Context: an optimization exercise on an open-source flow, tuned for small area, a short achievable clock period and few clock cycles per item. The choices shown serve that exercise and are no tape-out recipe. The RTL was checked by simulation tests, not by an equivalence proof against the original design. Power is estimated from default activity; no workload was simulated.

### design/flow/config.mk
export PLATFORM = sky130hd
export DESIGN_NAME = fft_computer
export DESIGN_NICKNAME = fft_computer
export VERILOG_FILES = /design/flow/design.v
export SDC_FILE = /design/flow/constraint.sdc
export NUM_CORES = 4
export LEC_CHECK = 0
export CAP_MARGIN = 20
export CORE_MARGIN = 2
export CORE_UTILIZATION = 45
export CTS_BUF_LIST = sky130_fd_sc_hd__clkbuf_16
export CTS_CLUSTER_DIAMETER = 80
export CTS_CLUSTER_SIZE = 36
export SLEW_MARGIN = 20
export SYNTH_MEMORY_MAX_BITS = 65536
### design/flow/constraint.sdc
create_clock -name core_clock -period 10.0 [get_ports {i_clk}]
set_input_delay 2.0000 -clock core_clock [delete_from_list [all_inputs] [get_ports {i_clk}]]
set_output_delay 2.0000 -clock core_clock [all_outputs]
set_load 0.01 [all_outputs]
### design/flow/design.v
module output_fifo #(
  parameter NPOINTS = 64
)(
  input         i_clk,
  input  [31:0] i_wr_data,    
  output [31:0] o_tap_pre,    
  output [31:0] o_head        
);
reg [32*NPOINTS-1:0] sr;
assign o_tap_pre = sr[32*(NPOINTS-1)-1 -: 32];
assign o_head    = sr[31:0];
always @(posedge i_clk)
    sr <= {sr[32*(NPOINTS-1)-1:0], i_wr_data};
endmodule
module power_tree_a(
  input  [31:0] x,
  input  [31:0] p0,
  output [91:0] m
);
  wire pp1 = x[0] & x[1];
  wire pp2 = x[0] & x[2];
  wire pp3 = x[0] & x[3];
  wire pp4 = x[0] & x[4];
  wire pp5 = x[0] & x[5];
  wire pp6 = x[0] & x[6];
  wire pp7 = x[0] & x[7];
  wire pp8 = x[0] & x[8];
  wire pp9 = x[0] & x[9];
  wire pp10 = x[0] & x[10];
  wire pp11 = x[0] & x[11];
  wire pp12 = x[0] & x[12];
  wire pp13 = x[0] & x[13];
  wire pp14 = x[0] & x[14];
  wire pp15 = x[0] & x[15];
  wire pp16 = x[1] & x[2];
  wire pp17 = x[1] & x[3];
  wire pp18 = x[1] & x[4];
  wire pp19 = x[1] & x[5];
  wire pp20 = x[1] & x[6];
  wire pp21 = x[1] & x[7];
  wire pp22 = x[1] & x[8];
  wire pp23 = x[1] & x[9];
  wire pp24 = x[1] & x[10];
  wire pp25 = x[1] & x[11];
  wire pp26 = x[1] & x[12];
  wire pp27 = x[1] & x[13];
  wire pp28 = x[1] & x[14];
  wire pp29 = x[1] & x[15];
  wire pp30 = x[2] & x[3];
  wire pp31 = x[2] & x[4];
  wire pp32 = x[2] & x[5];
  wire pp33 = x[2] & x[6];
  wire pp34 = x[2] & x[7];
  wire pp35 = x[2] & x[8];
  wire pp36 = x[2] & x[9];
  wire pp37 = x[2] & x[10];
  wire pp38 = x[2] & x[11];
  wire pp39 = x[2] & x[12];
  wire pp40 = x[2] & x[13];
  wire pp41 = x[2] & x[14];
  wire pp42 = x[2] & x[15];
  wire pp43 = x[3] & x[4];
  wire pp44 = x[3] & x[5];
  wire pp45 = x[3] & x[6];
  wire pp46 = x[3] & x[7];
  wire pp47 = x[3] & x[8];
  wire pp48 = x[3] & x[9];
  wire pp49 = x[3] & x[10];
  wire pp50 = x[3] & x[11];
  wire pp51 = x[3] & x[12];
  wire pp52 = x[3] & x[13];
  wire pp53 = x[3] & x[14];
  wire pp54 = x[3] & x[15];
  wire pp55 = x[4] & x[5];
  wire pp56 = x[4] & x[6];
  wire pp57 = x[4] & x[7];
  wire pp58 = x[4] & x[8];
  wire pp59 = x[4] & x[9];
  wire pp60 = x[4] & x[10];
  wire pp61 = x[4] & x[11];
  wire pp62 = x[4] & x[12];
  wire pp63 = x[4] & x[13];
  wire pp64 = x[4] & x[14];
  wire pp65 = x[4] & x[15];
  wire pp66 = x[5] & x[6];
  wire pp67 = x[5] & x[7];
  wire pp68 = x[5] & x[8];
  wire pp69 = x[5] & x[9];
  wire pp70 = x[5] & x[10];
  wire pp71 = x[5] & x[11];
  wire pp72 = x[5] & x[12];
  wire pp73 = x[5] & x[13];
  wire pp74 = x[5] & x[14];
  wire pp75 = x[5] & x[15];
  wire pp76 = x[6] & x[7];
  wire pp77 = x[6] & x[8];
  wire pp78 = x[6] & x[9];
  wire pp79 = x[6] & x[10];
  wire pp80 = x[6] & x[11];
  wire pp81 = x[6] & x[12];
  wire pp82 = x[6] & x[13];
  wire pp83 = x[6] & x[14];
  wire pp84 = x[6] & x[15];
  wire pp85 = x[7] & x[8];
  wire pp86 = x[7] & x[9];
  wire pp87 = x[7] & x[10];
  wire pp88 = x[7] & x[11];
  wire pp89 = x[7] & x[12];
  wire pp90 = x[7] & x[13];
  wire pp91 = x[7] & x[14];
  wire pp92 = x[7] & x[15];
  wire pp93 = x[8] & x[9];
  wire pp94 = x[8] & x[10];
  wire pp95 = x[8] & x[11];
  wire pp96 = x[8] & x[12];
  wire pp97 = x[8] & x[13];
  wire pp98 = x[8] & x[14];
  wire pp99 = x[8] & x[15];
  wire pp100 = x[9] & x[10];
  wire pp101 = x[9] & x[11];
  wire pp102 = x[9] & x[12];
  wire pp103 = x[9] & x[13];
  wire pp104 = x[9] & x[14];
  wire pp105 = x[9] & x[15];
  wire pp106 = x[10] & x[11];
  wire pp107 = x[10] & x[12];
  wire pp108 = x[10] & x[13];
  wire pp109 = x[10] & x[14];
  wire pp110 = x[10] & x[15];
  wire pp111 = x[11] & x[12];
  wire pp112 = x[11] & x[13];
  wire pp113 = x[11] & x[14];
  wire pp114 = x[11] & x[15];
  wire pp115 = x[12] & x[13];
  wire pp116 = x[12] & x[14];
  wire pp117 = x[12] & x[15];
  wire pp118 = x[13] & x[14];
  wire pp119 = x[13] & x[15];
  wire pp120 = x[14] & x[15];
  wire pp121 = x[0] & x[16];
  wire pp122 = x[0] & x[17];
  wire pp123 = x[0] & x[18];
  wire pp124 = x[0] & x[19];
  wire pp125 = x[0] & x[20];
  wire pp126 = x[0] & x[21];
  wire pp127 = x[0] & x[22];
  wire pp128 = x[0] & x[23];
  wire pp129 = x[0] & x[24];
  wire pp130 = x[0] & x[25];
  wire pp131 = x[0] & x[26];
  wire pp132 = x[0] & x[27];
  wire pp133 = x[0] & x[28];
  wire pp134 = x[0] & x[29];
  wire pp135 = x[0] & x[30];
  wire pp136 = x[0] & x[31];
  wire pp137 = x[1] & x[16];
  wire pp138 = x[1] & x[17];
  wire pp139 = x[1] & x[18];
  wire pp140 = x[1] & x[19];
  wire pp141 = x[1] & x[20];
  wire pp142 = x[1] & x[21];
  wire pp143 = x[1] & x[22];
  wire pp144 = x[1] & x[23];
  wire pp145 = x[1] & x[24];
  wire pp146 = x[1] & x[25];
  wire pp147 = x[1] & x[26];
  wire pp148 = x[1] & x[27];
  wire pp149 = x[1] & x[28];
  wire pp150 = x[1] & x[29];
  wire pp151 = x[1] & x[30];
  wire pp152 = x[2] & x[16];
  wire pp153 = x[2] & x[17];
  wire pp154 = x[2] & x[18];
  wire pp155 = x[2] & x[19];
  wire pp156 = x[2] & x[20];
  wire pp157 = x[2] & x[21];
  wire pp158 = x[2] & x[22];
  wire pp159 = x[2] & x[23];
  wire pp160 = x[2] & x[24];
  wire pp161 = x[2] & x[25];
  wire pp162 = x[2] & x[26];
  wire pp163 = x[2] & x[27];
  wire pp164 = x[2] & x[28];
  wire pp165 = x[2] & x[29];
  wire pp166 = x[3] & x[16];
  wire pp167 = x[3] & x[17];
  wire pp168 = x[3] & x[18];
  wire pp169 = x[3] & x[19];
  wire pp170 = x[3] & x[20];
  wire pp171 = x[3] & x[21];
  wire pp172 = x[3] & x[22];
  wire pp173 = x[3] & x[23];
  wire pp174 = x[3] & x[24];
  wire pp175 = x[3] & x[25];
  wire pp176 = x[3] & x[26];
  wire pp177 = x[3] & x[27];
  wire pp178 = x[3] & x[28];
  wire pp179 = x[4] & x[16];
  wire pp180 = x[4] & x[17];
  wire pp181 = x[4] & x[18];
  wire pp182 = x[4] & x[19];
  wire pp183 = x[4] & x[20];
  wire pp184 = x[4] & x[21];
  wire pp185 = x[4] & x[22];
  wire pp186 = x[4] & x[23];
  wire pp187 = x[4] & x[24];
  wire pp188 = x[4] & x[25];
  wire pp189 = x[4] & x[26];
  wire pp190 = x[4] & x[27];
  wire pp191 = x[5] & x[16];
  wire pp192 = x[5] & x[17];
  wire pp193 = x[5] & x[18];
  wire pp194 = x[5] & x[19];
  wire pp195 = x[5] & x[20];
  wire pp196 = x[5] & x[21];
  wire pp197 = x[5] & x[22];
  wire pp198 = x[5] & x[23];
  wire pp199 = x[5] & x[24];
  wire pp200 = x[5] & x[25];
  wire pp201 = x[5] & x[26];
  wire pp202 = x[6] & x[16];
  wire pp203 = x[6] & x[17];
  wire pp204 = x[6] & x[18];
  wire pp205 = x[6] & x[19];
  wire pp206 = x[6] & x[20];
  wire pp207 = x[6] & x[21];
  wire pp208 = x[6] & x[22];
  wire pp209 = x[6] & x[23];
  wire pp210 = x[6] & x[24];
  wire pp211 = x[6] & x[25];
  wire pp212 = x[7] & x[16];
  wire pp213 = x[7] & x[17];
  wire pp214 = x[7] & x[18];
  wire pp215 = x[7] & x[19];
  wire pp216 = x[7] & x[20];
  wire pp217 = x[7] & x[21];
  wire pp218 = x[7] & x[22];
  wire pp219 = x[7] & x[23];
  wire pp220 = x[7] & x[24];
  wire pp221 = x[8] & x[16];
  wire pp222 = x[8] & x[17];
  wire pp223 = x[8] & x[18];
  wire pp224 = x[8] & x[19];
  wire pp225 = x[8] & x[20];
  wire pp226 = x[8] & x[21];
  wire pp227 = x[8] & x[22];
  wire pp228 = x[8] & x[23];
  wire pp229 = x[9] & x[16];
  wire pp230 = x[9] & x[17];
  wire pp231 = x[9] & x[18];
  wire pp232 = x[9] & x[19];
  wire pp233 = x[9] & x[20];
  wire pp234 = x[9] & x[21];
  wire pp235 = x[9] & x[22];
  wire pp236 = x[10] & x[16];
  wire pp237 = x[10] & x[17];
  wire pp238 = x[10] & x[18];
  wire pp239 = x[10] & x[19];
  wire pp240 = x[10] & x[20];
  wire pp241 = x[10] & x[21];
  wire pp242 = x[11] & x[16];
  wire pp243 = x[11] & x[17];
  wire pp244 = x[11] & x[18];
  wire pp245 = x[11] & x[19];
  wire pp246 = x[11] & x[20];
  wire pp247 = x[12] & x[16];
  wire pp248 = x[12] & x[17];
  wire pp249 = x[12] & x[18];
  wire pp250 = x[12] & x[19];
  wire pp251 = x[13] & x[16];
  wire pp252 = x[13] & x[17];
  wire pp253 = x[13] & x[18];
  wire pp254 = x[14] & x[16];
  wire pp255 = x[14] & x[17];
  wire pp256 = x[15] & x[16];
  wire s257 = x[11] ^ pp84;
  wire c258 = x[11] & pp84;
  wire s259 = pp92 ^ pp98;
  wire c260 = pp92 & pp98;
  wire s261 = x[12] ^ pp99 ^ pp104;
  wire c262 = (x[12] & pp99) | (x[12] & pp104) | (pp99 & pp104);
  wire s263 = pp108 ^ pp111;
  wire c264 = pp108 & pp111;
  wire s265 = pp105 ^ pp109 ^ pp112;
  wire c266 = (pp105 & pp109) | (pp105 & pp112) | (pp109 & pp112);
  wire s267 = pp130 ^ pp145;
  wire c268 = pp130 & pp145;
  wire s269 = x[13] ^ pp110 ^ pp113;
  wire c270 = (x[13] & pp110) | (x[13] & pp113) | (pp110 & pp113);
  wire s271 = pp115 ^ pp131 ^ pp146;
  wire c272 = (pp115 & pp131) | (pp115 & pp146) | (pp131 & pp146);
  wire s273 = pp160 ^ pp173;
  wire c274 = pp160 & pp173;
  wire s275 = pp114 ^ pp116 ^ pp132;
  wire c276 = (pp114 & pp116) | (pp114 & pp132) | (pp116 & pp132);
  wire s277 = pp147 ^ pp161 ^ pp174;
  wire c278 = (pp147 & pp161) | (pp147 & pp174) | (pp161 & pp174);
  wire s279 = pp186 ^ pp197;
  wire c280 = pp186 & pp197;
  wire s281 = x[14] ^ pp117 ^ pp118;
  wire c282 = (x[14] & pp117) | (x[14] & pp118) | (pp117 & pp118);
  wire s283 = pp133 ^ pp148 ^ pp162;
  wire c284 = (pp133 & pp148) | (pp133 & pp162) | (pp148 & pp162);
  wire s285 = pp175 ^ pp187 ^ pp198;
  wire c286 = (pp175 & pp187) | (pp175 & pp198) | (pp187 & pp198);
  wire s287 = pp208 ^ pp217;
  wire c288 = pp208 & pp217;
  wire s289 = pp119 ^ pp134 ^ pp149;
  wire c290 = (pp119 & pp134) | (pp119 & pp149) | (pp134 & pp149);
  wire s291 = pp163 ^ pp176 ^ pp188;
  wire c292 = (pp163 & pp176) | (pp163 & pp188) | (pp176 & pp188);
  wire s293 = pp199 ^ pp209 ^ pp218;
  wire c294 = (pp199 & pp209) | (pp199 & pp218) | (pp209 & pp218);
  wire s295 = pp226 ^ pp233;
  wire c296 = pp226 & pp233;
  wire s297 = x[15] ^ pp120 ^ pp135;
  wire c298 = (x[15] & pp120) | (x[15] & pp135) | (pp120 & pp135);
  wire s299 = pp150 ^ pp164 ^ pp177;
  wire c300 = (pp150 & pp164) | (pp150 & pp177) | (pp164 & pp177);
  wire s301 = pp189 ^ pp200 ^ pp210;
  wire c302 = (pp189 & pp200) | (pp189 & pp210) | (pp200 & pp210);
  wire s303 = pp219 ^ pp227 ^ pp234;
  wire c304 = (pp219 & pp227) | (pp219 & pp234) | (pp227 & pp234);
  wire s305 = pp240 ^ pp245;
  wire c306 = pp240 & pp245;
  wire s307 = pp136 ^ pp151 ^ pp165;
  wire s308 = pp178 ^ pp190 ^ pp201;
  wire s309 = pp211 ^ pp220 ^ pp228;
  wire s310 = pp235 ^ pp241 ^ pp246;
  wire s311 = pp250 ^ pp253;
  wire s312 = x[8] ^ pp15 ^ pp28;
  wire c313 = (x[8] & pp15) | (x[8] & pp28) | (pp15 & pp28);
  wire s314 = pp29 ^ pp41 ^ pp52;
  wire c315 = (pp29 & pp41) | (pp29 & pp52) | (pp41 & pp52);
  wire s316 = x[9] ^ pp42 ^ pp53;
  wire c317 = (x[9] & pp42) | (x[9] & pp53) | (pp42 & pp53);
  wire s318 = pp63 ^ pp72 ^ pp80;
  wire c319 = (pp63 & pp72) | (pp63 & pp80) | (pp72 & pp80);
  wire s320 = pp54 ^ pp64 ^ pp73;
  wire c321 = (pp54 & pp64) | (pp54 & pp73) | (pp64 & pp73);
  wire s322 = pp81 ^ pp88 ^ pp94;
  wire c323 = (pp81 & pp88) | (pp81 & pp94) | (pp88 & pp94);
  wire s324 = x[10] ^ pp65 ^ pp74;
  wire c325 = (x[10] & pp65) | (x[10] & pp74) | (pp65 & pp74);
  wire s326 = pp82 ^ pp89 ^ pp95;
  wire c327 = (pp82 & pp89) | (pp82 & pp95) | (pp89 & pp95);
  wire s328 = pp100 ^ pp125 ^ pp140;
  wire c329 = (pp100 & pp125) | (pp100 & pp140) | (pp125 & pp140);
  wire s330 = pp75 ^ pp83 ^ pp90;
  wire c331 = (pp75 & pp83) | (pp75 & pp90) | (pp83 & pp90);
  wire s332 = pp96 ^ pp101 ^ pp126;
  wire c333 = (pp96 & pp101) | (pp96 & pp126) | (pp101 & pp126);
  wire s334 = pp141 ^ pp155 ^ pp168;
  wire c335 = (pp141 & pp155) | (pp141 & pp168) | (pp155 & pp168);
  wire s336 = s257 ^ pp91 ^ pp97;
  wire c337 = (s257 & pp91) | (s257 & pp97) | (pp91 & pp97);
  wire s338 = pp102 ^ pp106 ^ pp127;
  wire c339 = (pp102 & pp106) | (pp102 & pp127) | (pp106 & pp127);
  wire s340 = pp142 ^ pp156 ^ pp169;
  wire c341 = (pp142 & pp156) | (pp142 & pp169) | (pp156 & pp169);
  wire s342 = pp181 ^ pp192;
  wire c343 = pp181 & pp192;
  wire s344 = c258 ^ s259 ^ pp103;
  wire c345 = (c258 & s259) | (c258 & pp103) | (s259 & pp103);
  wire s346 = pp107 ^ pp128 ^ pp143;
  wire c347 = (pp107 & pp128) | (pp107 & pp143) | (pp128 & pp143);
  wire s348 = pp157 ^ pp170 ^ pp182;
  wire c349 = (pp157 & pp170) | (pp157 & pp182) | (pp170 & pp182);
  wire s350 = pp193 ^ pp203 ^ pp212;
  wire c351 = (pp193 & pp203) | (pp193 & pp212) | (pp203 & pp212);
  wire s352 = c260 ^ s261 ^ s263;
  wire c353 = (c260 & s261) | (c260 & s263) | (s261 & s263);
  wire s354 = pp129 ^ pp144 ^ pp158;
  wire c355 = (pp129 & pp144) | (pp129 & pp158) | (pp144 & pp158);
  wire s356 = pp171 ^ pp183 ^ pp194;
  wire c357 = (pp171 & pp183) | (pp171 & pp194) | (pp183 & pp194);
  wire s358 = pp204 ^ pp213 ^ pp221;
  wire c359 = (pp204 & pp213) | (pp204 & pp221) | (pp213 & pp221);
  wire s360 = c262 ^ c264 ^ s265;
  wire c361 = (c262 & c264) | (c262 & s265) | (c264 & s265);
  wire s362 = s267 ^ pp159 ^ pp172;
  wire c363 = (s267 & pp159) | (s267 & pp172) | (pp159 & pp172);
  wire s364 = pp184 ^ pp195 ^ pp205;
  wire c365 = (pp184 & pp195) | (pp184 & pp205) | (pp195 & pp205);
  wire s366 = pp214 ^ pp222 ^ pp229;
  wire c367 = (pp214 & pp222) | (pp214 & pp229) | (pp222 & pp229);
  wire s368 = c266 ^ c268 ^ s269;
  wire c369 = (c266 & c268) | (c266 & s269) | (c268 & s269);
  wire s370 = s271 ^ s273 ^ pp185;
  wire c371 = (s271 & s273) | (s271 & pp185) | (s273 & pp185);
  wire s372 = pp196 ^ pp206 ^ pp215;
  wire c373 = (pp196 & pp206) | (pp196 & pp215) | (pp206 & pp215);
  wire s374 = pp223 ^ pp230 ^ pp236;
  wire c375 = (pp223 & pp230) | (pp223 & pp236) | (pp230 & pp236);
  wire s376 = c270 ^ c272 ^ c274;
  wire c377 = (c270 & c272) | (c270 & c274) | (c272 & c274);
  wire s378 = s275 ^ s277 ^ s279;
  wire c379 = (s275 & s277) | (s275 & s279) | (s277 & s279);
  wire s380 = pp207 ^ pp216 ^ pp224;
  wire c381 = (pp207 & pp216) | (pp207 & pp224) | (pp216 & pp224);
  wire s382 = pp231 ^ pp237 ^ pp242;
  wire c383 = (pp231 & pp237) | (pp231 & pp242) | (pp237 & pp242);
  wire s384 = c276 ^ c278 ^ c280;
  wire c385 = (c276 & c278) | (c276 & c280) | (c278 & c280);
  wire s386 = s281 ^ s283 ^ s285;
  wire c387 = (s281 & s283) | (s281 & s285) | (s283 & s285);
  wire s388 = s287 ^ pp225 ^ pp232;
  wire c389 = (s287 & pp225) | (s287 & pp232) | (pp225 & pp232);
  wire s390 = pp238 ^ pp243 ^ pp247;
  wire c391 = (pp238 & pp243) | (pp238 & pp247) | (pp243 & pp247);
  wire s392 = c282 ^ c284 ^ c286;
  wire c393 = (c282 & c284) | (c282 & c286) | (c284 & c286);
  wire s394 = c288 ^ s289 ^ s291;
  wire c395 = (c288 & s289) | (c288 & s291) | (s289 & s291);
  wire s396 = s293 ^ s295 ^ pp239;
  wire c397 = (s293 & s295) | (s293 & pp239) | (s295 & pp239);
  wire s398 = pp244 ^ pp248 ^ pp251;
  wire c399 = (pp244 & pp248) | (pp244 & pp251) | (pp248 & pp251);
  wire s400 = c290 ^ c292 ^ c294;
  wire c401 = (c290 & c292) | (c290 & c294) | (c292 & c294);
  wire s402 = c296 ^ s297 ^ s299;
  wire c403 = (c296 & s297) | (c296 & s299) | (s297 & s299);
  wire s404 = s301 ^ s303 ^ s305;
  wire c405 = (s301 & s303) | (s301 & s305) | (s303 & s305);
  wire s406 = pp249 ^ pp252 ^ pp254;
  wire c407 = (pp249 & pp252) | (pp249 & pp254) | (pp252 & pp254);
  wire s408 = c298 ^ c300 ^ c302;
  wire s409 = c304 ^ c306 ^ s307;
  wire s410 = s308 ^ s309 ^ s310;
  wire s411 = s311 ^ pp255 ^ pp256;
  wire s412 = x[5] ^ pp9;
  wire c413 = x[5] & pp9;
  wire s414 = pp10 ^ pp23;
  wire c415 = pp10 & pp23;
  wire s416 = x[6] ^ pp11 ^ pp24;
  wire c417 = (x[6] & pp11) | (x[6] & pp24) | (pp11 & pp24);
  wire s418 = pp36 ^ pp47;
  wire c419 = pp36 & pp47;
  wire s420 = pp12 ^ pp25 ^ pp37;
  wire c421 = (pp12 & pp25) | (pp12 & pp37) | (pp25 & pp37);
  wire s422 = pp48 ^ pp58;
  wire c423 = pp48 & pp58;
  wire s424 = x[7] ^ pp13 ^ pp26;
  wire c425 = (x[7] & pp13) | (x[7] & pp26) | (pp13 & pp26);
  wire s426 = pp38 ^ pp49 ^ pp59;
  wire c427 = (pp38 & pp49) | (pp38 & pp59) | (pp49 & pp59);
  wire s428 = pp68 ^ pp76;
  wire c429 = pp68 & pp76;
  wire s430 = pp14 ^ pp27 ^ pp39;
  wire c431 = (pp14 & pp27) | (pp14 & pp39) | (pp27 & pp39);
  wire s432 = pp50 ^ pp60 ^ pp69;
  wire c433 = (pp50 & pp60) | (pp50 & pp69) | (pp60 & pp69);
  wire s434 = pp77 ^ p0[15];
  wire c435 = pp77 & p0[15];
  wire s436 = s312 ^ pp40 ^ pp51;
  wire c437 = (s312 & pp40) | (s312 & pp51) | (pp40 & pp51);
  wire s438 = pp61 ^ pp70 ^ pp78;
  wire c439 = (pp61 & pp70) | (pp61 & pp78) | (pp70 & pp78);
  wire s440 = pp85 ^ pp121 ^ p0[16];
  wire c441 = (pp85 & pp121) | (pp85 & p0[16]) | (pp121 & p0[16]);
  wire s442 = c313 ^ s314 ^ pp62;
  wire c443 = (c313 & s314) | (c313 & pp62) | (s314 & pp62);
  wire s444 = pp71 ^ pp79 ^ pp86;
  wire c445 = (pp71 & pp79) | (pp71 & pp86) | (pp79 & pp86);
  wire s446 = pp122 ^ pp137 ^ p0[17];
  wire c447 = (pp122 & pp137) | (pp122 & p0[17]) | (pp137 & p0[17]);
  wire s448 = c315 ^ s316 ^ s318;
  wire c449 = (c315 & s316) | (c315 & s318) | (s316 & s318);
  wire s450 = pp87 ^ pp93 ^ pp123;
  wire c451 = (pp87 & pp93) | (pp87 & pp123) | (pp93 & pp123);
  wire s452 = pp138 ^ pp152 ^ p0[18];
  wire c453 = (pp138 & pp152) | (pp138 & p0[18]) | (pp152 & p0[18]);
  wire s454 = c317 ^ c319 ^ s320;
  wire c455 = (c317 & c319) | (c317 & s320) | (c319 & s320);
  wire s456 = s322 ^ pp124 ^ pp139;
  wire c457 = (s322 & pp124) | (s322 & pp139) | (pp124 & pp139);
  wire s458 = pp153 ^ pp166 ^ p0[19];
  wire c459 = (pp153 & pp166) | (pp153 & p0[19]) | (pp166 & p0[19]);
  wire s460 = c321 ^ c323 ^ s324;
  wire c461 = (c321 & c323) | (c321 & s324) | (c323 & s324);
  wire s462 = s326 ^ s328 ^ pp154;
  wire c463 = (s326 & s328) | (s326 & pp154) | (s328 & pp154);
  wire s464 = pp167 ^ pp179 ^ p0[20];
  wire c465 = (pp167 & pp179) | (pp167 & p0[20]) | (pp179 & p0[20]);
  wire s466 = c325 ^ c327 ^ c329;
  wire c467 = (c325 & c327) | (c325 & c329) | (c327 & c329);
  wire s468 = s330 ^ s332 ^ s334;
  wire c469 = (s330 & s332) | (s330 & s334) | (s332 & s334);
  wire s470 = pp180 ^ pp191 ^ p0[21];
  wire c471 = (pp180 & pp191) | (pp180 & p0[21]) | (pp191 & p0[21]);
  wire s472 = c331 ^ c333 ^ c335;
  wire c473 = (c331 & c333) | (c331 & c335) | (c333 & c335);
  wire s474 = s336 ^ s338 ^ s340;
  wire c475 = (s336 & s338) | (s336 & s340) | (s338 & s340);
  wire s476 = s342 ^ pp202 ^ p0[22];
  wire c477 = (s342 & pp202) | (s342 & p0[22]) | (pp202 & p0[22]);
  wire s478 = c337 ^ c339 ^ c341;
  wire c479 = (c337 & c339) | (c337 & c341) | (c339 & c341);
  wire s480 = c343 ^ s344 ^ s346;
  wire c481 = (c343 & s344) | (c343 & s346) | (s344 & s346);
  wire s482 = s348 ^ s350 ^ p0[23];
  wire c483 = (s348 & s350) | (s348 & p0[23]) | (s350 & p0[23]);
  wire s484 = c345 ^ c347 ^ c349;
  wire c485 = (c345 & c347) | (c345 & c349) | (c347 & c349);
  wire s486 = c351 ^ s352 ^ s354;
  wire c487 = (c351 & s352) | (c351 & s354) | (s352 & s354);
  wire s488 = s356 ^ s358 ^ p0[24];
  wire c489 = (s356 & s358) | (s356 & p0[24]) | (s358 & p0[24]);
  wire s490 = c353 ^ c355 ^ c357;
  wire c491 = (c353 & c355) | (c353 & c357) | (c355 & c357);
  wire s492 = c359 ^ s360 ^ s362;
  wire c493 = (c359 & s360) | (c359 & s362) | (s360 & s362);
  wire s494 = s364 ^ s366 ^ p0[25];
  wire c495 = (s364 & s366) | (s364 & p0[25]) | (s366 & p0[25]);
  wire s496 = c361 ^ c363 ^ c365;
  wire c497 = (c361 & c363) | (c361 & c365) | (c363 & c365);
  wire s498 = c367 ^ s368 ^ s370;
  wire c499 = (c367 & s368) | (c367 & s370) | (s368 & s370);
  wire s500 = s372 ^ s374 ^ p0[26];
  wire c501 = (s372 & s374) | (s372 & p0[26]) | (s374 & p0[26]);
  wire s502 = c369 ^ c371 ^ c373;
  wire c503 = (c369 & c371) | (c369 & c373) | (c371 & c373);
  wire s504 = c375 ^ s376 ^ s378;
  wire c505 = (c375 & s376) | (c375 & s378) | (s376 & s378);
  wire s506 = s380 ^ s382 ^ p0[27];
  wire c507 = (s380 & s382) | (s380 & p0[27]) | (s382 & p0[27]);
  wire s508 = c377 ^ c379 ^ c381;
  wire c509 = (c377 & c379) | (c377 & c381) | (c379 & c381);
  wire s510 = c383 ^ s384 ^ s386;
  wire c511 = (c383 & s384) | (c383 & s386) | (s384 & s386);
  wire s512 = s388 ^ s390 ^ p0[28];
  wire c513 = (s388 & s390) | (s388 & p0[28]) | (s390 & p0[28]);
  wire s514 = c385 ^ c387 ^ c389;
  wire c515 = (c385 & c387) | (c385 & c389) | (c387 & c389);
  wire s516 = c391 ^ s392 ^ s394;
  wire c517 = (c391 & s392) | (c391 & s394) | (s392 & s394);
  wire s518 = s396 ^ s398 ^ p0[29];
  wire c519 = (s396 & s398) | (s396 & p0[29]) | (s398 & p0[29]);
  wire s520 = c393 ^ c395 ^ c397;
  wire c521 = (c393 & c395) | (c393 & c397) | (c395 & c397);
  wire s522 = c399 ^ s400 ^ s402;
  wire c523 = (c399 & s400) | (c399 & s402) | (s400 & s402);
  wire s524 = s404 ^ s406 ^ p0[30];
  wire c525 = (s404 & s406) | (s404 & p0[30]) | (s406 & p0[30]);
  wire s526 = c401 ^ c403 ^ c405;
  wire s527 = c407 ^ s408 ^ s409;
  wire s528 = s410 ^ s411 ^ p0[31];
  wire s529 = x[3] ^ pp5;
  wire c530 = x[3] & pp5;
  wire s531 = pp6 ^ pp19;
  wire c532 = pp6 & pp19;
  wire s533 = x[4] ^ pp7 ^ pp20;
  wire c534 = (x[4] & pp7) | (x[4] & pp20) | (pp7 & pp20);
  wire s535 = pp32 ^ pp43;
  wire c536 = pp32 & pp43;
  wire s537 = pp8 ^ pp21 ^ pp33;
  wire c538 = (pp8 & pp21) | (pp8 & pp33) | (pp21 & pp33);
  wire s539 = pp44 ^ p0[9];
  wire c540 = pp44 & p0[9];
  wire s541 = s412 ^ pp22 ^ pp34;
  wire c542 = (s412 & pp22) | (s412 & pp34) | (pp22 & pp34);
  wire s543 = pp45 ^ pp55 ^ p0[10];
  wire c544 = (pp45 & pp55) | (pp45 & p0[10]) | (pp55 & p0[10]);
  wire s545 = c413 ^ s414 ^ pp35;
  wire c546 = (c413 & s414) | (c413 & pp35) | (s414 & pp35);
  wire s547 = pp46 ^ pp56 ^ p0[11];
  wire c548 = (pp46 & pp56) | (pp46 & p0[11]) | (pp56 & p0[11]);
  wire s549 = c415 ^ s416 ^ s418;
  wire c550 = (c415 & s416) | (c415 & s418) | (s416 & s418);
  wire s551 = pp57 ^ pp66 ^ p0[12];
  wire c552 = (pp57 & pp66) | (pp57 & p0[12]) | (pp66 & p0[12]);
  wire s553 = c417 ^ c419 ^ s420;
  wire c554 = (c417 & c419) | (c417 & s420) | (c419 & s420);
  wire s555 = s422 ^ pp67 ^ p0[13];
  wire c556 = (s422 & pp67) | (s422 & p0[13]) | (pp67 & p0[13]);
  wire s557 = c421 ^ c423 ^ s424;
  wire c558 = (c421 & c423) | (c421 & s424) | (c423 & s424);
  wire s559 = s426 ^ s428 ^ p0[14];
  wire c560 = (s426 & s428) | (s426 & p0[14]) | (s428 & p0[14]);
  wire s561 = c425 ^ c427 ^ c429;
  wire c562 = (c425 & c427) | (c425 & c429) | (c427 & c429);
  wire s563 = s430 ^ s432 ^ s434;
  wire c564 = (s430 & s432) | (s430 & s434) | (s432 & s434);
  wire s565 = c431 ^ c433 ^ c435;
  wire c566 = (c431 & c433) | (c431 & c435) | (c433 & c435);
  wire s567 = s436 ^ s438 ^ s440;
  wire c568 = (s436 & s438) | (s436 & s440) | (s438 & s440);
  wire s569 = c437 ^ c439 ^ c441;
  wire c570 = (c437 & c439) | (c437 & c441) | (c439 & c441);
  wire s571 = s442 ^ s444 ^ s446;
  wire c572 = (s442 & s444) | (s442 & s446) | (s444 & s446);
  wire s573 = c443 ^ c445 ^ c447;
  wire c574 = (c443 & c445) | (c443 & c447) | (c445 & c447);
  wire s575 = s448 ^ s450 ^ s452;
  wire c576 = (s448 & s450) | (s448 & s452) | (s450 & s452);
  wire s577 = c449 ^ c451 ^ c453;
  wire c578 = (c449 & c451) | (c449 & c453) | (c451 & c453);
  wire s579 = s454 ^ s456 ^ s458;
  wire c580 = (s454 & s456) | (s454 & s458) | (s456 & s458);
  wire s581 = c455 ^ c457 ^ c459;
  wire c582 = (c455 & c457) | (c455 & c459) | (c457 & c459);
  wire s583 = s460 ^ s462 ^ s464;
  wire c584 = (s460 & s462) | (s460 & s464) | (s462 & s464);
  wire s585 = c461 ^ c463 ^ c465;
  wire c586 = (c461 & c463) | (c461 & c465) | (c463 & c465);
  wire s587 = s466 ^ s468 ^ s470;
  wire c588 = (s466 & s468) | (s466 & s470) | (s468 & s470);
  wire s589 = c467 ^ c469 ^ c471;
  wire c590 = (c467 & c469) | (c467 & c471) | (c469 & c471);
  wire s591 = s472 ^ s474 ^ s476;
  wire c592 = (s472 & s474) | (s472 & s476) | (s474 & s476);
  wire s593 = c473 ^ c475 ^ c477;
  wire c594 = (c473 & c475) | (c473 & c477) | (c475 & c477);
  wire s595 = s478 ^ s480 ^ s482;
  wire c596 = (s478 & s480) | (s478 & s482) | (s480 & s482);
  wire s597 = c479 ^ c481 ^ c483;
  wire c598 = (c479 & c481) | (c479 & c483) | (c481 & c483);
  wire s599 = s484 ^ s486 ^ s488;
  wire c600 = (s484 & s486) | (s484 & s488) | (s486 & s488);
  wire s601 = c485 ^ c487 ^ c489;
  wire c602 = (c485 & c487) | (c485 & c489) | (c487 & c489);
  wire s603 = s490 ^ s492 ^ s494;
  wire c604 = (s490 & s492) | (s490 & s494) | (s492 & s494);
  wire s605 = c491 ^ c493 ^ c495;
  wire c606 = (c491 & c493) | (c491 & c495) | (c493 & c495);
  wire s607 = s496 ^ s498 ^ s500;
  wire c608 = (s496 & s498) | (s496 & s500) | (s498 & s500);
  wire s609 = c497 ^ c499 ^ c501;
  wire c610 = (c497 & c499) | (c497 & c501) | (c499 & c501);
  wire s611 = s502 ^ s504 ^ s506;
  wire c612 = (s502 & s504) | (s502 & s506) | (s504 & s506);
  wire s613 = c503 ^ c505 ^ c507;
  wire c614 = (c503 & c505) | (c503 & c507) | (c505 & c507);
  wire s615 = s508 ^ s510 ^ s512;
  wire c616 = (s508 & s510) | (s508 & s512) | (s510 & s512);
  wire s617 = c509 ^ c511 ^ c513;
  wire c618 = (c509 & c511) | (c509 & c513) | (c511 & c513);
  wire s619 = s514 ^ s516 ^ s518;
  wire c620 = (s514 & s516) | (s514 & s518) | (s516 & s518);
  wire s621 = c515 ^ c517 ^ c519;
  wire c622 = (c515 & c517) | (c515 & c519) | (c517 & c519);
  wire s623 = s520 ^ s522 ^ s524;
  wire c624 = (s520 & s522) | (s520 & s524) | (s522 & s524);
  wire s625 = c521 ^ c523 ^ c525;
  wire s626 = s526 ^ s527 ^ s528;
  wire s627 = x[2] ^ pp3;
  wire c628 = x[2] & pp3;
  wire s629 = pp4 ^ pp17;
  wire c630 = pp4 & pp17;
  wire s631 = s529 ^ pp18 ^ pp30;
  wire c632 = (s529 & pp18) | (s529 & pp30) | (pp18 & pp30);
  wire s633 = c530 ^ s531 ^ pp31;
  wire c634 = (c530 & s531) | (c530 & pp31) | (s531 & pp31);
  wire s635 = c532 ^ s533 ^ s535;
  wire c636 = (c532 & s533) | (c532 & s535) | (s533 & s535);
  wire s637 = c534 ^ c536 ^ s537;
  wire c638 = (c534 & c536) | (c534 & s537) | (c536 & s537);
  wire s639 = c538 ^ c540 ^ s541;
  wire c640 = (c538 & c540) | (c538 & s541) | (c540 & s541);
  wire s641 = c542 ^ c544 ^ s545;
  wire c642 = (c542 & c544) | (c542 & s545) | (c544 & s545);
  wire s643 = c546 ^ c548 ^ s549;
  wire c644 = (c546 & c548) | (c546 & s549) | (c548 & s549);
  wire s645 = c550 ^ c552 ^ s553;
  wire c646 = (c550 & c552) | (c550 & s553) | (c552 & s553);
  wire s647 = c554 ^ c556 ^ s557;
  wire c648 = (c554 & c556) | (c554 & s557) | (c556 & s557);
  wire s649 = c558 ^ c560 ^ s561;
  wire c650 = (c558 & c560) | (c558 & s561) | (c560 & s561);
  wire s651 = c562 ^ c564 ^ s565;
  wire c652 = (c562 & c564) | (c562 & s565) | (c564 & s565);
  wire s653 = c566 ^ c568 ^ s569;
  wire c654 = (c566 & c568) | (c566 & s569) | (c568 & s569);
  wire s655 = c570 ^ c572 ^ s573;
  wire c656 = (c570 & c572) | (c570 & s573) | (c572 & s573);
  wire s657 = c574 ^ c576 ^ s577;
  wire c658 = (c574 & c576) | (c574 & s577) | (c576 & s577);
  wire s659 = c578 ^ c580 ^ s581;
  wire c660 = (c578 & c580) | (c578 & s581) | (c580 & s581);
  wire s661 = c582 ^ c584 ^ s585;
  wire c662 = (c582 & c584) | (c582 & s585) | (c584 & s585);
  wire s663 = c586 ^ c588 ^ s589;
  wire c664 = (c586 & c588) | (c586 & s589) | (c588 & s589);
  wire s665 = c590 ^ c592 ^ s593;
  wire c666 = (c590 & c592) | (c590 & s593) | (c592 & s593);
  wire s667 = c594 ^ c596 ^ s597;
  wire c668 = (c594 & c596) | (c594 & s597) | (c596 & s597);
  wire s669 = c598 ^ c600 ^ s601;
  wire c670 = (c598 & c600) | (c598 & s601) | (c600 & s601);
  wire s671 = c602 ^ c604 ^ s605;
  wire c672 = (c602 & c604) | (c602 & s605) | (c604 & s605);
  wire s673 = c606 ^ c608 ^ s609;
  wire c674 = (c606 & c608) | (c606 & s609) | (c608 & s609);
  wire s675 = c610 ^ c612 ^ s613;
  wire c676 = (c610 & c612) | (c610 & s613) | (c612 & s613);
  wire s677 = c614 ^ c616 ^ s617;
  wire c678 = (c614 & c616) | (c614 & s617) | (c616 & s617);
  wire s679 = c618 ^ c620 ^ s621;
  wire c680 = (c618 & c620) | (c618 & s621) | (c620 & s621);
  wire s681 = c622 ^ c624 ^ s625;
  assign m = {s626, s681, c680, s623, s679, c678, s619, s677, c676, s615, s675, c674, s611, s673, c672, s607, s671, c670, s603, s669, c668, s599, s667, c666, s595, s665, c664, s591, s663, c662, s587, s661, c660, s583, s659, c658, s579, s657, c656, s575, s655, c654, s571, s653, c652, s567, s651, c650, s563, s649, c648, s559, s647, c646, s555, s645, c644, s551, s643, c642, s547, s641, c640, s543, s639, c638, s539, s637, c636, p0[8], s635, c634, p0[7], s633, c632, p0[6], s631, c630, p0[5], s629, c628, p0[4], pp16, s627, p0[3], pp2, p0[2], pp1, x[1], p0[1], p0[0], x[0]};
endmodule
module power_tree_b(
  input  [91:0] m,
  output [31:0] p
);
  wire s682 = m[3] ^ m[4];
  wire c683 = m[3] & m[4];
  wire s684 = m[6] ^ m[7];
  wire c685 = m[6] & m[7];
  wire s686 = m[8] ^ m[9] ^ m[10];
  wire c687 = (m[8] & m[9]) | (m[8] & m[10]) | (m[9] & m[10]);
  wire s688 = m[11] ^ m[12] ^ m[13];
  wire c689 = (m[11] & m[12]) | (m[11] & m[13]) | (m[12] & m[13]);
  wire s690 = m[14] ^ m[15] ^ m[16];
  wire c691 = (m[14] & m[15]) | (m[14] & m[16]) | (m[15] & m[16]);
  wire s692 = m[17] ^ m[18] ^ m[19];
  wire c693 = (m[17] & m[18]) | (m[17] & m[19]) | (m[18] & m[19]);
  wire s694 = m[20] ^ m[21] ^ m[22];
  wire c695 = (m[20] & m[21]) | (m[20] & m[22]) | (m[21] & m[22]);
  wire s696 = m[23] ^ m[24] ^ m[25];
  wire c697 = (m[23] & m[24]) | (m[23] & m[25]) | (m[24] & m[25]);
  wire s698 = m[26] ^ m[27] ^ m[28];
  wire c699 = (m[26] & m[27]) | (m[26] & m[28]) | (m[27] & m[28]);
  wire s700 = m[29] ^ m[30] ^ m[31];
  wire c701 = (m[29] & m[30]) | (m[29] & m[31]) | (m[30] & m[31]);
  wire s702 = m[32] ^ m[33] ^ m[34];
  wire c703 = (m[32] & m[33]) | (m[32] & m[34]) | (m[33] & m[34]);
  wire s704 = m[35] ^ m[36] ^ m[37];
  wire c705 = (m[35] & m[36]) | (m[35] & m[37]) | (m[36] & m[37]);
  wire s706 = m[38] ^ m[39] ^ m[40];
  wire c707 = (m[38] & m[39]) | (m[38] & m[40]) | (m[39] & m[40]);
  wire s708 = m[41] ^ m[42] ^ m[43];
  wire c709 = (m[41] & m[42]) | (m[41] & m[43]) | (m[42] & m[43]);
  wire s710 = m[44] ^ m[45] ^ m[46];
  wire c711 = (m[44] & m[45]) | (m[44] & m[46]) | (m[45] & m[46]);
  wire s712 = m[47] ^ m[48] ^ m[49];
  wire c713 = (m[47] & m[48]) | (m[47] & m[49]) | (m[48] & m[49]);
  wire s714 = m[50] ^ m[51] ^ m[52];
  wire c715 = (m[50] & m[51]) | (m[50] & m[52]) | (m[51] & m[52]);
  wire s716 = m[53] ^ m[54] ^ m[55];
  wire c717 = (m[53] & m[54]) | (m[53] & m[55]) | (m[54] & m[55]);
  wire s718 = m[56] ^ m[57] ^ m[58];
  wire c719 = (m[56] & m[57]) | (m[56] & m[58]) | (m[57] & m[58]);
  wire s720 = m[59] ^ m[60] ^ m[61];
  wire c721 = (m[59] & m[60]) | (m[59] & m[61]) | (m[60] & m[61]);
  wire s722 = m[62] ^ m[63] ^ m[64];
  wire c723 = (m[62] & m[63]) | (m[62] & m[64]) | (m[63] & m[64]);
  wire s724 = m[65] ^ m[66] ^ m[67];
  wire c725 = (m[65] & m[66]) | (m[65] & m[67]) | (m[66] & m[67]);
  wire s726 = m[68] ^ m[69] ^ m[70];
  wire c727 = (m[68] & m[69]) | (m[68] & m[70]) | (m[69] & m[70]);
  wire s728 = m[71] ^ m[72] ^ m[73];
  wire c729 = (m[71] & m[72]) | (m[71] & m[73]) | (m[72] & m[73]);
  wire s730 = m[74] ^ m[75] ^ m[76];
  wire c731 = (m[74] & m[75]) | (m[74] & m[76]) | (m[75] & m[76]);
  wire s732 = m[77] ^ m[78] ^ m[79];
  wire c733 = (m[77] & m[78]) | (m[77] & m[79]) | (m[78] & m[79]);
  wire s734 = m[80] ^ m[81] ^ m[82];
  wire c735 = (m[80] & m[81]) | (m[80] & m[82]) | (m[81] & m[82]);
  wire s736 = m[83] ^ m[84] ^ m[85];
  wire c737 = (m[83] & m[84]) | (m[83] & m[85]) | (m[84] & m[85]);
  wire s738 = m[86] ^ m[87] ^ m[88];
  wire c739 = (m[86] & m[87]) | (m[86] & m[88]) | (m[87] & m[88]);
  wire s740 = m[89] ^ m[90] ^ m[91];
  wire [31:0] s = {c739, c737, c735, c733, c731, c729, c727, c725, c723, c721, c719, c717, c715, c713, c711, c709, c707, c705, c703, c701, c699, c697, c695, c693, c691, c689, c687, c685, c683, s682, m[2], m[0]};
  wire [31:0] c = {s740, s738, s736, s734, s732, s730, s728, s726, s724, s722, s720, s718, s716, s714, s712, s710, s708, s706, s704, s702, s700, s698, s696, s694, s692, s690, s688, s686, s684, m[5], 1'b0, m[1]};
  assign p = s + c;
endmodule
module output_ctrl #(
  parameter LAT = 3             
)(
  input        i_clk,
  input        i_rst_n,
  input        i_data_valid,
  output       o_data_ready,
  output       o_acc,           
  output       o_win,           
  output       o_ld,            
  output       o_data_valid,
  input        i_data_ready,
  input        i_wr_sum         
);
reg [5:0] k;         
reg       win;       
reg [5:0] din;       
reg [5:0] dout;      
reg [5:0] rcnt;      
reg [6:0] avail;     
reg       pend;      
reg       rdy;
reg       can_ld;
reg       ovalid;
wire acc = i_data_valid & rdy;
wire ld  = can_ld & (~ovalid | i_data_ready);
assign o_data_ready = rdy;
assign o_acc        = acc;
assign o_win        = win;
assign o_ld         = ld;
assign o_data_valid = ovalid;
function rdy_next;
    input       a, l;
    input [5:0] k, din, rcnt;
    input       win, pend;
    reg   [5:0] k_n, rcnt_n;
    reg         win_n, pend_n, aligned_n, free_n, first_n;
    begin
        k_n       = a ? k + 6'd1 : k;
        win_n     = (a & (k == 6'd63)) ? ~win : win;
        rcnt_n    = l ? rcnt + 6'd1 : rcnt;
        pend_n    = (pend & ~(l & (rcnt == 6'd63))) | (a & win);
        aligned_n = a | (din == 6'd63);
        first_n   = (k_n == 6'd0) & ~win_n;
        free_n    = win_n | ~pend_n | (k_n < rcnt_n);
        rdy_next  = free_n & (aligned_n | (first_n & ~pend_n));
    end
endfunction
wire r00 = rdy_next(1'b0, 1'b0, k, din, rcnt, win, pend);
wire r01 = rdy_next(1'b0, 1'b1, k, din, rcnt, win, pend);
wire r10 = rdy_next(1'b1, 1'b0, k, din, rcnt, win, pend);
wire r11 = rdy_next(1'b1, 1'b1, k, din, rcnt, win, pend);
wire [6:0] avw  = avail + {6'd0, i_wr_sum};
wire       c0   = (avw != 7'd0) & (dout == 6'd63);
wire       c1   = (avw != 7'd1) & (dout == 6'd0);
wire       rebase = acc & ~win & (k == 6'd0) & ~pend;
always @(posedge i_clk)
begin
    if(!i_rst_n)
    begin
        k      <= 6'd0;
        win    <= 1'b0;
        din    <= 6'd0;
        dout   <= 6'd0;
        rcnt   <= 6'd0;
        avail  <= 7'd0;
        pend   <= 1'b0;
        rdy    <= 1'b1;
        can_ld <= 1'b0;
        ovalid <= 1'b0;
    end
    else
    begin
        if(acc)
        begin
            k <= k + 6'd1;
            if(k == 6'd63)
                win <= ~win;
        end
        din    <= acc ? 6'd0 : din + 6'd1;
        dout   <= rebase ? 6'd1 - LAT : (ld ? dout : dout + 6'd1);
        if(ld)
            rcnt <= rcnt + 6'd1;
        avail  <= ld ? avw - 7'd1 : avw;
        pend   <= (pend & ~(ld & (rcnt == 6'd63))) | (acc & win);
        rdy    <= acc ? (ld ? r11 : r10) : (ld ? r01 : r00);
        can_ld <= ld ? c1 : c0;
        ovalid <= ld | (ovalid & ~i_data_ready);
    end
end
endmodule
module fft_computer(
input        i_clk,
input        i_rst_n,
input        i_data_valid,
input [31:0] i_data,
output       o_data_ready,
output       o_data_valid,
output [31:0]o_data,
input        i_data_ready
);
localparam MW = 92;      
wire        acc, win, ld;
wire [31:0] tap, head, sum;
wire [MW-1:0] m_d;
reg  [31:0]   x;         
reg           v1, w1;
reg  [MW-1:0] m;         
reg           v2, w2;
reg  [31:0]   out_r;
output_ctrl ctrl (
    .i_clk(i_clk),
    .i_rst_n(i_rst_n),
    .i_data_valid(i_data_valid),
    .o_data_ready(o_data_ready),
    .o_acc(acc),
    .o_win(win),
    .o_ld(ld),
    .o_data_valid(o_data_valid),
    .i_data_ready(i_data_ready),
    .i_wr_sum(v2 & w2)
);
power_tree_a tree_a (
    .x(x),
    .p0((v1 & ~w1) ? 32'd0 : tap),
    .m(m_d)
);
power_tree_b tree_b (
    .m(m),
    .p(sum)
);
output_fifo store (
    .i_clk(i_clk),
    .i_wr_data(sum),
    .o_tap_pre(tap),
    .o_head(head)
);
always @(posedge i_clk)
begin
    x  <= acc ? i_data : 32'd0;
    w1 <= win;
    m  <= m_d;
    w2 <= w1;
    if(ld)
        out_r <= head;
end
always @(posedge i_clk)
begin
    if(!i_rst_n)
    begin
        v1 <= 1'b0;
        v2 <= 1'b0;
    end
    else
    begin
        v1 <= acc;
        v2 <= v1;
    end
end
assign o_data = out_r;
endmodule
### design/flow/flow/run.sh
#!/bin/bash
# The standard layout (standard.sh) at the same clock period, with
# timing repair aimed at a setup slack of SETUP_SLACK_MARGIN ns instead of 0
# and the port buffers started as buf_2 (repair may resize them).
set -euo pipefail
bash standard.sh SETUP_SLACK_MARGIN=7.0 "BUFFER_PORTS_ARGS=-buffer_cell sky130_fd_sc_hd__buf_2" finish > make.log 2>&1
### design/flow/standard.sh
#!/bin/bash
# synth_recipe.tcl (not shown) runs the flow's synth.tcl, then flattens the netlist and writes it again
# the make line also repeats each setting of config.mk as NAME=value (left out here)
make -C /OpenROAD-flow-scripts/flow DESIGN_CONFIG=/design/flow/config.mk WORK_HOME=/design/flow/orfs CLKGATE_MAP_FILE= SYNTH_SCRIPT=/design/flow/synth_recipe.tcl "${@:-finish}"
==> metrics.md, run 1 <==
| Metric | Value |
|---|---|
| VDD IR-drop max | 195.9 µV |
| Yosys top cell by area | dfxtp_1 |
| Fin area | 61180 µm² |
| Critical Path Fanout Max | 1 |
| Power per Cell Area | about 270 nW/µm² |
| I/O Buffers | 69 |
| Final Hold Fails | 0 |
| Worst R2R End | m[81] |
| CTS root buf | clkbuf_16 |
| Clock Pin Slew Worst Setup and Hold Paths | 120 ps |
| Sequential area share after synthesis | 80.97% |
| Mean Syn Cell Area | 15.78 µm² |
| Worst path slowest cell | edfxtp_1 |
| CP startpoint | out_r[30] |
| Crit end category | output port |
| H-tree lvl count | 3 |
| Post-synth top area share | between 70% and 80% |
| WL per Instance | 14.92 µm |
| Die Wd | ~350 µm |
| Setup violations, final | 0 |
| Leakage power | 25.55 nW |
| Critical path's largest stage delay | 460 ps |
| Routed wire length | 79.33 mm |
| Routed via count | 22420 |
| RSZ-0062 raised after global routing | true |
| Required @ worst endpoint | 8000 ps |
| Commonest cells after routing, fill and taps aside | dfxtp_1, inv_1, fa_1, nand2_1, and2_1 |
| Vias/cell | ~4.2 |
| Cell Rows | between 100 and 150 |
| Worst slew margin | 41.80% |
| Outcome | no timing/DRC/antenna violations |
| Overall Global Routing Usage | 12.88% |
| Arrival time of the worst setup path | 1320 ps |
| P&R area growth vs syn | 11.07% |
| CTS Buffer Depth | 3 |
| Worst reg-to-reg setup slack | 6770 ps |
| Synth top area cells | dfxtp_1, fa_1, ha_1 |
| Commonest non-fill, non-tap cell in the layout | dfxtp_1 |
| WP buf/inv | 1 |
| Synth Warn # | 3 |
| Cells after Synth | between 3000 and 4000 |
| Syn Nets | 3820 |
| Crit path launch type | register |
| Async SR Flop Fraction | 0% |
| Max Fclk | 0.3015 GHz |
| Yosys reg bits | 2212 |
| GR Overflow Total | 0 |
| TritonCTS Buffers | 79 |
| Max-cap violations | 0 |
| Kind of critical path | register to output port |
| Clock skew | 39.20 ps |
| R2R cell count | 8 |
| TritonCTS clock tree | done |
| Post-Syn Area | 55080 µm² |
| Top FF cell, synth | dfxtp_1 |
| Min Clock Period, post-route | 3317 ps |
| Critical-path cell list | buf_2 |
| Number of global-route vias before repair | 22360 |
| Residual DRC count | 0 |
| Top Family by Delay on Critical Path | flip-flops |
| Post-DP Area | ~57000 µm² |
| Largest net degree at the start of global routing | 38 |
| Clock sinks | 2212 |
| Critical path depth | 1 |
| Global-route wire length before repair | around 130 mm |
| Final RePlAce weighted congestion | roughly 0.8 |
| Clock Latency Late Sink | ~690 ps |
| Reg2reg start | x[3] |
| Slew of the pin with the lowest slew margin | 872.0 ps |
| Initial antenna violation count | 4 |
| Tcrit/Tclk final | 33.17% |
| HPWL Detailed | 46.23 mm |
| Post-route setup TNS | 0 ps |
| Die ar. | 125200 µm² |
| DRT Pass-1 Iters | 4 |
| Layout net count | 3982 |
| Die height | 353.9 µm |
| Distinct cells, synth | 59 |
| Initial Util | 45.31% |
| Layout cells sized above 1 | 11.54% |
| Setup crit end | o_data[30] |
| Post-synth EDFFs | 32 |
| Final slew viol count | 0 |
| Core area | 121600 µm² |
| Starting DRT DRC Count | about 1300 |
| Worst hold path type | register to register |
| Post-route ant nets | 0 |
| # hold bufs at CTS | 0 |
| # IOs | 70 |
-- how the worst min path moves through the flow --
| stage | to | depth (start not counted) | startpoint |
|---|---|---|---|
| final | store.sr[576] | 0 | store.sr[544] |
| after global routing | store.sr[640] | 0 | store.sr[608] |
| after CTS | store.sr[640] | 0 | store.sr[608] |
| after detailed placement | store.sr[1245] | 0 | store.sr[1213] |
| after global placement | store.sr[1715] | 0 | store.sr[1683] |
| after floorplan | store.sr[1000] | 0 | store.sr[968] |
-- registers in the layout, indices dropped and copies added, names as in the netlist, 6 cells and up --
name and count:
ctrl.dout 6, ctrl.rcnt 6, out_r 32, m 92, store.sr 2016, x 32
ctrl.k 6, ctrl.din 6, ctrl.avail 7
-- what timing repair did --
| item | 4_1_cts | 5_1_grt |
|---|---|---|
| pin swaps | 26 | 46 |
| setup buffers | 47 | 20 |
| gates cloned | 2 | 0 |
| endpoints found under the setup margin | 88 | 80 |
| endpoints found under the hold margin | 0 | 0 |
| resized for setup | 103 | 94 |
-- cell families (layout without fill, tap and decap cells) --
kind of cell / Yosys count / in the layout / share of synthesized area [%]
AO/OA/AOI/OAI: 145 / 145 / 1.713
XOR/XNOR: 93 / 93 / 1.479
adder cells (fa/ha/maj): 294 / 294 / 9.513
buffers and inverters: 262 / 462 / 1.788
flip-flops: 2212 / 2212 / 80.97
multiplexers: 1 / 1 / 0.01817
other: 0 / 2 / 0
AND/OR/NAND/NOR: 483 / 483 / 4.516
-- layout make-up --
cell class,instances,area (µm²)
timing repair buffer,144,1197
fill,10170,60380
sequential,2212,44690
clock buffer,83,2077
clock inverter,36,470.5
antenna,2,5.005
inverter,199,749.5
multi-input combinational,1016,9958
tap,1625,2033
-- power breakdown --
group	switching [mW]	internal [mW]	total (mW)
Combinational	0.480	0.339	0.819
Clock	2.57	1.63	4.19
Sequential	0.550	11.1	11.6
-- per-stage QoR --
stage,std cells,power [mW],hold slack [ps],worst slack [ps],utilization (%)
floorplan,3490,12.05,309.6,6688,-
global placement,5127,12.52,309.6,5982,47.23
detailed placement,5127,12.53,312.1,5940,47.23
CTS,5295,16.79,313.9,6583,49.96
global route,5315,17.41,311.1,6592,50.33
finish,5317,16.62,307.4,6683,50.33
-- routing by layer --
| metal | track usage, % | vias up | wire (µm) |
|---|---|---|---|
| met5 | 0 | - | 0 |
| met3 | 2.423 | 127 | 3347 |
| li1 | - | 11070 | - |
| met2 | 18.69 | 286 | 32670 |
| met4 | 3.804 | 0 | 2025 |
| met1 | 19.53 | 10940 | 41290 |
-- cell usage after synthesis (all sizes together) (3+ instances only) --
master      n
fa        208
a21o       14
nor2b       4
dfxtp    2180
and2      159
o21bai      4
nand2     163
edfxtp     32
nand3      18
nor4        3
o21ai      29
o2111ai     4
a211oi      4
o22ai       3
and4        3
a21boi      4
nand4       4
ha         86
a21oi      47
o211ai      7
nor3        9
and3       41
inv       199
nand2b      6
clkbuf     62
a31oi       7
nor2       51
o21a        4
xor2       32
xnor2      61
or3        14
Testbench counts, summed over its fixed seeds: cycles 8,224, items 4,096.
==> inputs of run 2 (changes only) <==
--- a/design/flow/config.mk
+++ b/design/flow/config.mk
@@ -7,7 +7,7 @@
 export LEC_CHECK = 0
 export CAP_MARGIN = 20
 export CORE_MARGIN = 2
-export CORE_UTILIZATION = 45
+export CORE_UTILIZATION = 60
 export CTS_BUF_LIST = sky130_fd_sc_hd__clkbuf_16
 export CTS_CLUSTER_DIAMETER = 80
 export CTS_CLUSTER_SIZE = 36
==> metrics.md, run 2 <==
| Metric | Value |
|---|---|
| Residual DRC count | 0 (unchanged) |
| Kind of critical path | register to output port |
| Sequential area share after synthesis | 80.97% (unchanged) |
| Pint | 12.87 mW (-1.2%) |
| Top Family by Delay on Critical Path | flip-flops |
| Gate power share | 4.9% (about the same) |
| Setup violations, final | 0 (unchanged) |
| CTS root buf | clkbuf_16 |
| Async SR Flop Fraction | 0% (unchanged) |
| Hold slack | 325.2 ps (+17.72 ps) |
| Largest net degree at the start of global routing | 38 (unchanged) |
| Distinct cells, synth | 59 (unchanged) |
| Count leader, synth | dfxtp_1 |
| Sw frac | 21.01% (-0.63 points) |
| Critical path's largest stage delay | 450 ps (about the same) |
| RSZ-0062 raised after global routing | true |
| Commonest cells after routing, fill and taps aside | dfxtp_1, inv_1, fa_1, nand2_1, and2_1 |
| Core area | 91390 µm² (-25%) |
| Layout net count | 3972 (-0.25%) |
| H-tree lvl count | 3 (unchanged) |
| Tcrit/Tclk final | 32.89% (-0.29 points) |
| Power per Cell Area | 270.9 nW/µm² (-0.26%) |
| Crit end category | output port |
| CTS Buffer Depth | 3 (unchanged) |
| Critical-path cell list | buf_2 |
| Switching power | 3.423 mW (-4.8%) |
| # hold bufs at CTS | 0 (unchanged) |
| Commonest cells in the netlist | dfxtp_1, fa_1, inv_1, nand2_1, and2_1 |
| VDD IR-drop max | 195.1 µV (-0.39%) |
| Required @ worst endpoint | 8000 ps (about the same) |
| Min Clock Period, post-route | 3289 ps (-28.66 ps) |
| Final slew viol count | 0 (unchanged) |
| Starting DRT DRC Count | 1245 (-5.3%) |
| Top FF cell, synth | dfxtp_1 |
| Outcome | no timing/DRC/antenna violations |
| Global-route wire length before repair | 125.3 mm (-0.84%) |
| TritonCTS clock tree | done |
| Syn Nets | 3820 (unchanged) |
| WL per Instance | 15.95 µm (+6.9%) |
| Final core utilization | 65.82% (+15 points) |
| # IOs | 70 (unchanged) |
| Hold Path Origin | store.sr[291] |
| Biggest register | store.sr |
| Post-DP Area | 56850 µm² (-0.98%) |
| Overall Global Routing Usage | 16.94% (+4.1 points) |
| Clock Pin Slew Worst Setup and Hold Paths | 120 ps (about the same) |
| Reg2reg start | x[0] |
| Initial Util | 60.28% (+15 points) |
| Vias/cell | 4.606 (+9.2%) |
| Setup WS post-layout | 6711 ps (+28.66 ps) |
| Final RePlAce weighted congestion | 0.7971 (+0.83%) |
| P&R area growth vs syn | 9.195% |
| Placed cells | 4686 (-8.6%) |
| Synth top area cells | dfxtp_1, fa_1, ha_1 |
| Pre-CTS setup slack | 6123 ps (+182.8 ps) |
| Max Fclk | 0.3041 GHz (+0.87%) |
| Initial antenna violation count | 1 (-3) |
| Synth Warn # | 3 (unchanged) |
| Layout cells sized above 1 | 10.57% (-0.98 points) |
| Number of global-route vias before repair | 23280 (+4.1%) |
| Worst path slowest cell | edfxtp_1 |
| Cell Rows | 111 (-13%) |
| Clock sinks | 2212 (unchanged) |
| Mean Syn Cell Area | 15.78 µm² (unchanged) |
| Post-Syn Area | 55080 µm² (unchanged) |
| Post-synth top area share | 79.23% (unchanged) |
| Die ar. | 94240 µm² (-25%) |
| CP startpoint | out_r[26] |
| Yosys reg bits | 2212 (unchanged) |
| Slew of the pin with the lowest slew margin | 807.8 ps (-64.18 ps) |
| Clock power share | 23.9% (-1.3 points) |
| Layout Cells excl Fill | 4858 (-8.6%) |
| Largest register FFs | 2016 (unchanged) |
| DRT Pass-1 Iters | 5 (+1) |
| WP buf/inv | 1 (unchanged) |
| Critical Path Fanout Max | 1 (unchanged) |
| Die height | 307.0 µm (-13%) |
| Largest registers | store.sr x2016, m x92 |
| Commonest non-fill, non-tap cell in the layout | dfxtp_1 |
| Post-route ant nets | 0 (unchanged) |
| Routed via count | 22380 (-0.21%) |
| Worst slew margin | 46.09% (+4.3 points) |
| HPWL Detailed | 46.80 mm (+1.2%) |
| Cells after Synth | 3490 (unchanged) |
| Worst hold path type | register to register |
| Leakage power | 25.33 nW (-0.89%) |
| Final Hold Fails | 0 (unchanged) |
| Total power | 16.29 mW (-1.9%) |
| Post-route setup TNS | 0 ps (unchanged) |
| Die Wd | 307.0 µm (-13%) |
| Crit path launch type | register |
| Clock skew | 40.70 ps (+1.496 ps) |
| Max-cap violations | 0 (unchanged) |
| Seq pwr share | 71.2% (+1.4 points) |
| GR Overflow Total | 0 (unchanged) |
| Arrival time of the worst setup path | 1290 ps (-30 ps) |
| Clock Latency Late Sink | 670 ps (-20 ps) |
| TritonCTS Buffers | 75 (-5.1%) |
| Post-synth EDFFs | 32 (unchanged) |
| Fin area | 60150 µm² (-1.7%) |
| Routed wire length | 77.49 mm (-2.3%) |
| I/O Buffers | 69 (unchanged) |
| Yosys top cell by area | dfxtp_1 |
## run 2: changes by cell type in the layout (fill, tap and decap cells not counted), moves of 4 or more
cell	previous run	this run
inv_2	30	23
fa_1	162	166
clkbuf_16	83	77
buf_4	46	42
inv_1	182	191
fa_2	46	42
buf_8	6	1
nand2_1	152	156
## run 2: path summary, 6_finish.rpt
check,end,cells after the start,slack [ps]
setup / recovery,o_data[26],1,6710
hold / removal,store.sr[323],0,330
setup reg to reg,m[78],9,6830
hold reg to reg,store.sr[323],0,330
## run 2: logic make-up after synthesis
kind of cell	share of synthesized area [%]
AOI/OAI and AO/OA	1.713
xor gates and xnor gates	1.479
adders and majority gates	9.513
buffers and inverters	1.788
DFF	80.97
muxes	0.01817
and+or+nand+nor	4.516
## run 2: worst reg2reg max path, cell delays in order (launching register included)
cell and delay (ps):
dfxtp_4 370, buf_12 140, and2_4 140, fa_2 530, inv_2 40, fa_1 450
fa_2 540, inv_2 40, fa_2 340, fa_2 530
## run 2: power groups by stage
| stage | sequential [mW] | combinational [mW] | clock [mW] |
|---|---|---|---|
| 6_report | 11.6 | 0.799 | 3.89 |
| 5_1_grt | 11.8 | 0.884 | 4.32 |
| 4_1_cts | 11.7 | 0.774 | 4.02 |
| 3_5_place_dp | 11.9 | 0.688 | 0 |
| 3_3_place_gp | 11.8 | 0.678 | 0 |
| 2_1_floorplan | 11.6 | 0.490 | 0 |
## run 2: repair_timing
item,4_1_cts,5_1_grt
endpoints found under the setup margin,88,71
pin swaps,29,40
resized for setup,99,67
buffers inserted,55,8
hold endpoints to repair,0,0
gates cloned,2,0
## run 2: cell type report
| type | instances | area (µm²) |
|---|---|---|
| fill | 6407 | 31240 |
| clock buffer | 77 | 1927 |
| tap | 1186 | 1484 |
| timing repair buffer | 138 | 1102 |
| multi-input combinational | 1016 | 9886 |
| inverter | 199 | 748.2 |
| antenna | 1 | 2.502 |
| sequential | 2212 | 44700 |
| clock inverter | 29 | 300.3 |
## run 2: per-layer routing
layer / up-vias / part of all wire, % / global-route usage, %
met5: - / 0 / 0
met4: 0 / 2.7 / 5.343
met3: 127 / 3.1 / 2.812
met2: 319 / 45 / 26.97
met1: 10900 / 49 / 23.99
li1: 11040 / - / -

-- separate check: timing with driven ports --
In the flow no input, the clock included, has a driving cell. The finished layouts below were timed again as built, in two steps.
Step 1 (the two cells are an assumption about what drives the block):
set clk [get_ports {i_clk}]
set_driving_cell -lib_cell sky130_fd_sc_hd__clkbuf_16 $clk
set_driving_cell -lib_cell sky130_fd_sc_hd__buf_2 [delete_from_list [all_inputs] $clk]
Step 2 moves the port delays by t, midway between the first and last clock arrival at a register: inputs arrive t later, outputs are due t later. That takes back most of the time a late clock gives input paths.
a / b / c = no drivers / after step 1 / after step 2; a / b = the first two.
run | t (ns) | setup slack, ns | latest minus earliest clock arrival (ns) | pins driven straight from the clock port
run 1 | 0.746 | 6.683 / 6.612 / 6.427 | 0.045 / 0.045 | 1
run 2 | 0.717 | 6.711 / 6.647 / 6.402 | 0.042 / 0.042 | 1
After both steps setup and hold are still met in every run listed. For run 2, which loses most, drivers alone change the setup slack by -0.064 ns; drivers and shift together by -0.309 ns.
